This design comes from an exercise in tuning for small area, a short achievable clock period and few clock cycles on the open sky130 flow, not from production work. At most, simulation tests tie the RTL to the original design; equivalence was not proved. No activity file was given, so power comes from the tool's default toggle rates.

==> flow/design.v <==
`timescale 1ns / 1ps
module rf_dec (
    input  logic [ 4:0] a,
    output logic [31:1] s
);
    always_comb for (int i = 1; i < 32; i++) s[i] = (a == i);
endmodule
module op_sel #(
    parameter int N = 33
) (
    input  logic [N-1:0]    s,
    input  logic [32*N-1:0] d,
    output logic [31:0]     r
);
    always_comb begin
        r = 32'b0;
        for (int i = 0; i < N; i++) r = r | ({32{s[i]}} & d[32*i+:32]);
    end
endmodule
`timescale 1ns / 1ps
module RV32I_Core (
    input  logic        clk,
    input  logic        reset,
    input  logic [31:0] instrCode,
    output logic [31:0] instrMemAddr,
    output logic        dataWe,
    output logic [31:0] dataAddr,
    output logic [31:0] dataWData,
    input  logic [31:0] dataRData,
    output logic        transfer,
    input  logic        ready
);
    localparam logic [6:0] OP_R = 7'b0110011, OP_L = 7'b0000011, OP_I = 7'b0010011,
        OP_S = 7'b0100011, OP_B = 7'b1100011, OP_LU = 7'b0110111, OP_AU = 7'b0010111,
        OP_J = 7'b1101111, OP_JL = 7'b1100111;
    logic [31:0] pc_f;
    logic        v_e;
    logic [31:0] a_e, b_e, imm_e;
    logic [ 4:0] rd_e;
    logic        we_e, ld_e, st_e, br_e, pred_e, jalr_e;
    logic        sub_e, uns_e, s_add_e, s_slt_e, s_xor_e, s_or_e, s_and_e, s_sh_e;
    logic        shl_e, sha_e;
    logic [ 2:0] f3_e;
    logic [ 4:0] rs1_d, rs2_d;
    logic        v_m, mem_m, pend;
    logic [31:0] res_m, sd_m;
    logic [ 4:0] rd_m;
    logic        we_m, ld_m, st_m;
    wire         m_ld = v_m & ld_m;
    wire         wb_en = v_m & we_m;
    wire  [31:0] wb_data = ld_m ? dataRData : res_m;
    assign transfer  = pend | mem_m;
    assign dataWe    = st_m;
    assign dataAddr  = res_m;
    assign dataWData = sd_m;
    logic [32*32-1:32] rf;   
    always_ff @(posedge clk) begin
        for (int i = 1; i < 32; i++) if (wb_en && rd_m == i) rf[32*i+:32] <= wb_data;
    end
    assign instrMemAddr = pc_f;
    wire [6:0] op = instrCode[6:0];
    wire [2:0] f3 = instrCode[14:12];
    wire [4:0] rs1 = instrCode[19:15];
    wire [4:0] rs2 = instrCode[24:20];
    wire [4:0] rd = instrCode[11:7];
    wire is_r  = ~op[6] & op[5] & op[4] & ~op[2];
    wire is_i  = ~op[6] & ~op[5] & op[4] & ~op[2];
    wire is_l  = ~op[6] & ~op[5] & ~op[4] & ~op[2];
    wire is_s  = ~op[6] & op[5] & ~op[4] & ~op[2];
    wire is_b  = op[6] & ~op[2];
    wire is_lu = ~op[6] & op[5] & op[2];
    wire is_au = ~op[6] & ~op[5] & op[2];
    wire is_j  = op[6] & op[3];
    wire is_jl = op[6] & op[2] & ~op[3];
    logic [31:0] imm;
    always_comb begin
        imm = {{20{instrCode[31]}}, instrCode[31:20]};   
        if (is_i & (f3 == 3'b011)) imm = {20'b0, instrCode[31:20]};   
        if (is_s) imm = {{20{instrCode[31]}}, instrCode[31:25], instrCode[11:7]};
        if (is_b) imm = {{20{instrCode[31]}}, instrCode[7], instrCode[30:25], instrCode[11:8], 1'b0};
        if (is_lu | is_au) imm = {instrCode[31:12], 12'b0};
        if (is_j) imm = {{12{instrCode[31]}}, instrCode[19:12], instrCode[20], instrCode[30:21], 1'b0};
    end
    assign rs1_d = (is_lu | is_au | is_j) ? 5'd0 : rs1;
    assign rs2_d = (is_r | is_s | is_b) ? rs2 : 5'd0;
    wire        d_sub = is_b | ((is_r | is_i) & (f3[2:1] == 2'b01)) | (is_r & (f3 == 3'b000) & instrCode[30]);
    wire        pred = is_j | (is_b & (instrCode[31] | (f3 == 3'b001)));
    wire [31:0] pc4_f = pc_f + 32'd4;
    wire [31:0] tgt_j = pc_f + {{12{instrCode[31]}}, instrCode[19:12], instrCode[20], instrCode[30:21], 1'b0};
    wire [31:0] tgt_b = pc_f + {{20{instrCode[31]}}, instrCode[7], instrCode[30:25], instrCode[11:8], 1'b0};
    logic [31:1] dec1, dec2;
    rf_dec u_dec1 (.a(rs1), .s(dec1));
    rf_dec u_dec2 (.a(rs2), .s(dec2));
    logic [31:0] t1, t2;
    op_sel #(.N(31)) u_sel1 (.s(dec1), .d(rf), .r(t1));
    op_sel #(.N(31)) u_sel2 (.s(dec2), .d(rf), .r(t2));
    wire        fwd_en = v_e & we_e & ~ld_e;
    wire        fwd1 = fwd_en & (rd_e == rs1);
    wire        fwd2 = fwd_en & (rd_e == rs2);
    wire        byp1 = wb_en & (rd_m == rs1) & ~fwd1;
    wire        byp2 = wb_en & (rd_m == rs2) & ~fwd2;
    wire        use1 = ~(is_lu | is_au | is_j);
    wire        keep1 = use1 & ~fwd1 & ~byp1;
    wire        keep2 = ~fwd2 & ~byp2;
    wire [31:0] rd1 = ({32{keep1}} & t1) | ({32{fwd1 & use1}} & res_e) | ({32{byp1 & use1}} & wb_data)
                    | ({32{is_au}} & pc_f);
    wire [31:0] rd2 = ({32{keep2}} & t2) | ({32{fwd2}} & res_e) | ({32{byp2}} & wb_data);
    wire [31:0] a = a_e;
    wire [31:0] b = b_e;
    wire [31:0] srcB = b;
    wire [31:0] sum = a + srcB + {31'b0, sub_e};
    wire [31:0] x = a ^ srcB;
    wire        eq = &x;
    wire        lt = (a[31] ^ ~srcB[31]) ? (uns_e ? ~srcB[31] : a[31]) : sum[31];
    logic [31:0] a_rev, sh_r, sh_rev;
    always_comb for (int i = 0; i < 32; i++) a_rev[i] = a[31-i];
    wire [31:0] sh_in = shl_e ? a_rev : a;
    wire [32:0] sh_ext = {sha_e & a[31], sh_in};
    assign sh_r = 32'($signed(sh_ext) >>> srcB[4:0]);
    always_comb for (int i = 0; i < 32; i++) sh_rev[i] = sh_r[31-i];
    wire        sh_zero = ~sha_e & (srcB[31:5] != 27'b0);
    wire [31:0] sh = sh_zero ? 32'b0 : (shl_e ? sh_rev : sh_r);
    wire [31:0] alu = ({32{s_add_e}} & sum) | ({32{s_xor_e}} & x) | ({32{s_or_e}} & (a | srcB))
                    | ({32{s_and_e}} & (a & srcB)) | ({32{s_sh_e}} & sh) | {31'b0, s_slt_e & lt}
                    | ({32{jalr_e}} & pc_f);   
    logic cond;
    always_comb begin
        case ({f3_e[2], f3_e[0]})
            2'b00: cond = eq;
            2'b01: cond = ~eq;
            2'b10: cond = lt;
            default: cond = ~lt;
        endcase
    end
    wire        redirect = v_e & (jalr_e | (br_e & (cond ^ pred_e)));
    wire [31:0] raddr = jalr_e ? sum : imm_e;
    wire [31:0] res_e = alu;
    wire m_ld_wait = m_ld & ~ready;
    wire bus_busy = (pend | mem_m) & ~ready;
    wire e_mem = v_e & (ld_e | st_e);
    wire stall = m_ld_wait | (e_mem & bus_busy);
    wire ld_use = v_e & ld_e & (rd_e != 5'd0) & ((rd_e == rs1_d) | (rd_e == rs2_d));
    always_ff @(posedge clk, posedge reset) begin
        if (reset) begin
            pc_f  <= 32'b0;
            v_e   <= 1'b0;
            v_m   <= 1'b0;
            mem_m <= 1'b0;
            pend  <= 1'b0;
        end else begin
            pend <= (pend | (v_m & st_m)) & ~ready;
            if (~stall) begin
                if (redirect) pc_f <= raddr;
                else if (~ld_use) pc_f <= is_j ? tgt_j : ((is_b & pred) ? tgt_b : pc4_f);
                v_e   <= ~redirect & ~ld_use;
                v_m   <= v_e;
                mem_m <= e_mem;
            end else if (~m_ld_wait) begin
                v_m   <= 1'b0;
                mem_m <= 1'b0;
            end
        end
    end
    always_ff @(posedge clk) begin
        if (~stall) begin
            a_e <= rd1;
            b_e <= ((is_r | is_b) ? rd2 : (is_j ? pc4_f : imm)) ^ {32{d_sub}};
            imm_e <= is_s ? rd2 : (pred ? pc4_f : tgt_b);
            rd_e <= (is_s | is_b) ? 5'd0 : rd;
            we_e <= ~(is_s | is_b) & (rd != 5'd0);
            ld_e <= is_l;
            st_e <= is_s;
            br_e <= is_b;
            pred_e <= pred;
            jalr_e <= is_jl;
            sub_e <= d_sub;
            uns_e <= is_b ? f3[1] : f3[0];
            s_add_e <= ((is_r | is_i) & (f3 == 3'b000)) | ~(is_r | is_i | is_jl);
            s_slt_e <= (is_r | is_i) & (f3[2:1] == 2'b01);
            s_xor_e <= (is_r | is_i) & (f3 == 3'b100);
            s_or_e <= (is_r | is_i) & (f3 == 3'b110);
            s_and_e <= (is_r | is_i) & (f3 == 3'b111);
            s_sh_e <= (is_r | is_i) & (f3[1:0] == 2'b01);
            shl_e <= ~f3[2];
            sha_e <= instrCode[30] & f3[2];
            f3_e <= f3;
        end
        if (~m_ld_wait) begin
            rd_m <= rd_e;
            we_m <= we_e;
            ld_m <= ld_e;
            st_m <= st_e;
        end
        res_m <= res_e;
        sd_m <= imm_e;
    end
endmodule
clock: 8.0 ns
lec_check: 0
cap_margin: 20
core_margin: 2
core_utilization: 50
cts_buf_list: sky130_fd_sc_hd__clkbuf_8
cts_cluster_diameter: 60
cts_cluster_size: 15
setup_slack_margin: 4.0
slew_margin: 20
synth_hierarchical: 1
run.sh (not shown) runs the stock make flow with config.mk's settings and CLKGATE_MAP_FILE= SYNTH_SCRIPT=/design/flow/synth_recipe.tcl, a recipe that flattens the netlist after the stock synthesis.
The first run completed with no timing, DRC or antenna violations.
Testbench counts at the start, summed over its fixed seeds: cycles 32,567.
Next try:
--- a/flow/design.v
+++ b/flow/design.v
@@ -45,11 +45,11 @@
     logic        v_m, mem_m, pend;
     logic [31:0] res_m, sd_m;
     logic [ 4:0] rd_m;
     logic        we_m, ld_m, st_m;
     wire         m_ld = v_m & ld_m;
-    wire         wb_en = v_m & we_m;
+    wire         wb_en = v_m & we_m & (~ld_m | ready);
     wire  [31:0] wb_data = ld_m ? dataRData : res_m;
     assign transfer  = pend | mem_m;
     assign dataWe    = st_m;
     assign dataAddr  = res_m;
     assign dataWData = sd_m;
The changed run passed the timing, DRC and antenna checks.
Total power drops by about 2.2%.
Worst hold slack is about the same.
Global-route usage is higher by 2.6 points.
First-iteration DRC count rose by about 11%.
Sequential share of layout area came out higher by 0.68 points.
Clock power shrinks by about 3%.
Cell area came out lower by about 1.4%.
Flip-flop and latch count is unchanged.
Utilization came out lower by 1.4 points.
Clock skew increases by 0.023 ns.
Maximum frequency goes down by 1.8%.
Area after synthesis goes up by about 0.44%.
Die area rises by about 0.43%.
Wire length climbs by 6.3%.
Only the layout flow was run in the second run of this note; the RTL was not checked for function there.

what the ideal ports hide:
The flow's constraints put no driver on any port. The routed layouts listed below were extracted and timed again, unchanged, in two steps.
Step 1: set_driving_cell puts a clkbuf_16 on clk and a buf_2 on each other input, an assumption about the parent block.
Step 2 adds t to the input delays and takes it off the output delays; t is the mean of the earliest and latest rising clock arrival at the registers after step 1. Input paths then give back, and output paths get back, about the clock's delay inside the block.
Three values: ideal, step 1, step 2; two values: the first two.
| run | shift t [ns] | slack for setup (ns) | hold slack, ns | worst slew at a driven data input, ns | cell pins on the clock port's net |
|---|---|---|---|---|---|
| the first run | 0.912 | 3.858 / 3.901 / 3.002 | 0.370 / 0.370 / 0.370 | 0.06 | 1 |
| the second run | 0.979 | 3.780 / 3.786 / 2.808 | 0.369 / 0.369 / 0.369 | 0.11 | 1 |
After both steps every run listed still meets setup and hold. For the second run, which loses most, drivers alone change the setup slack by +0.006 ns; drivers and shift together by -0.972 ns.
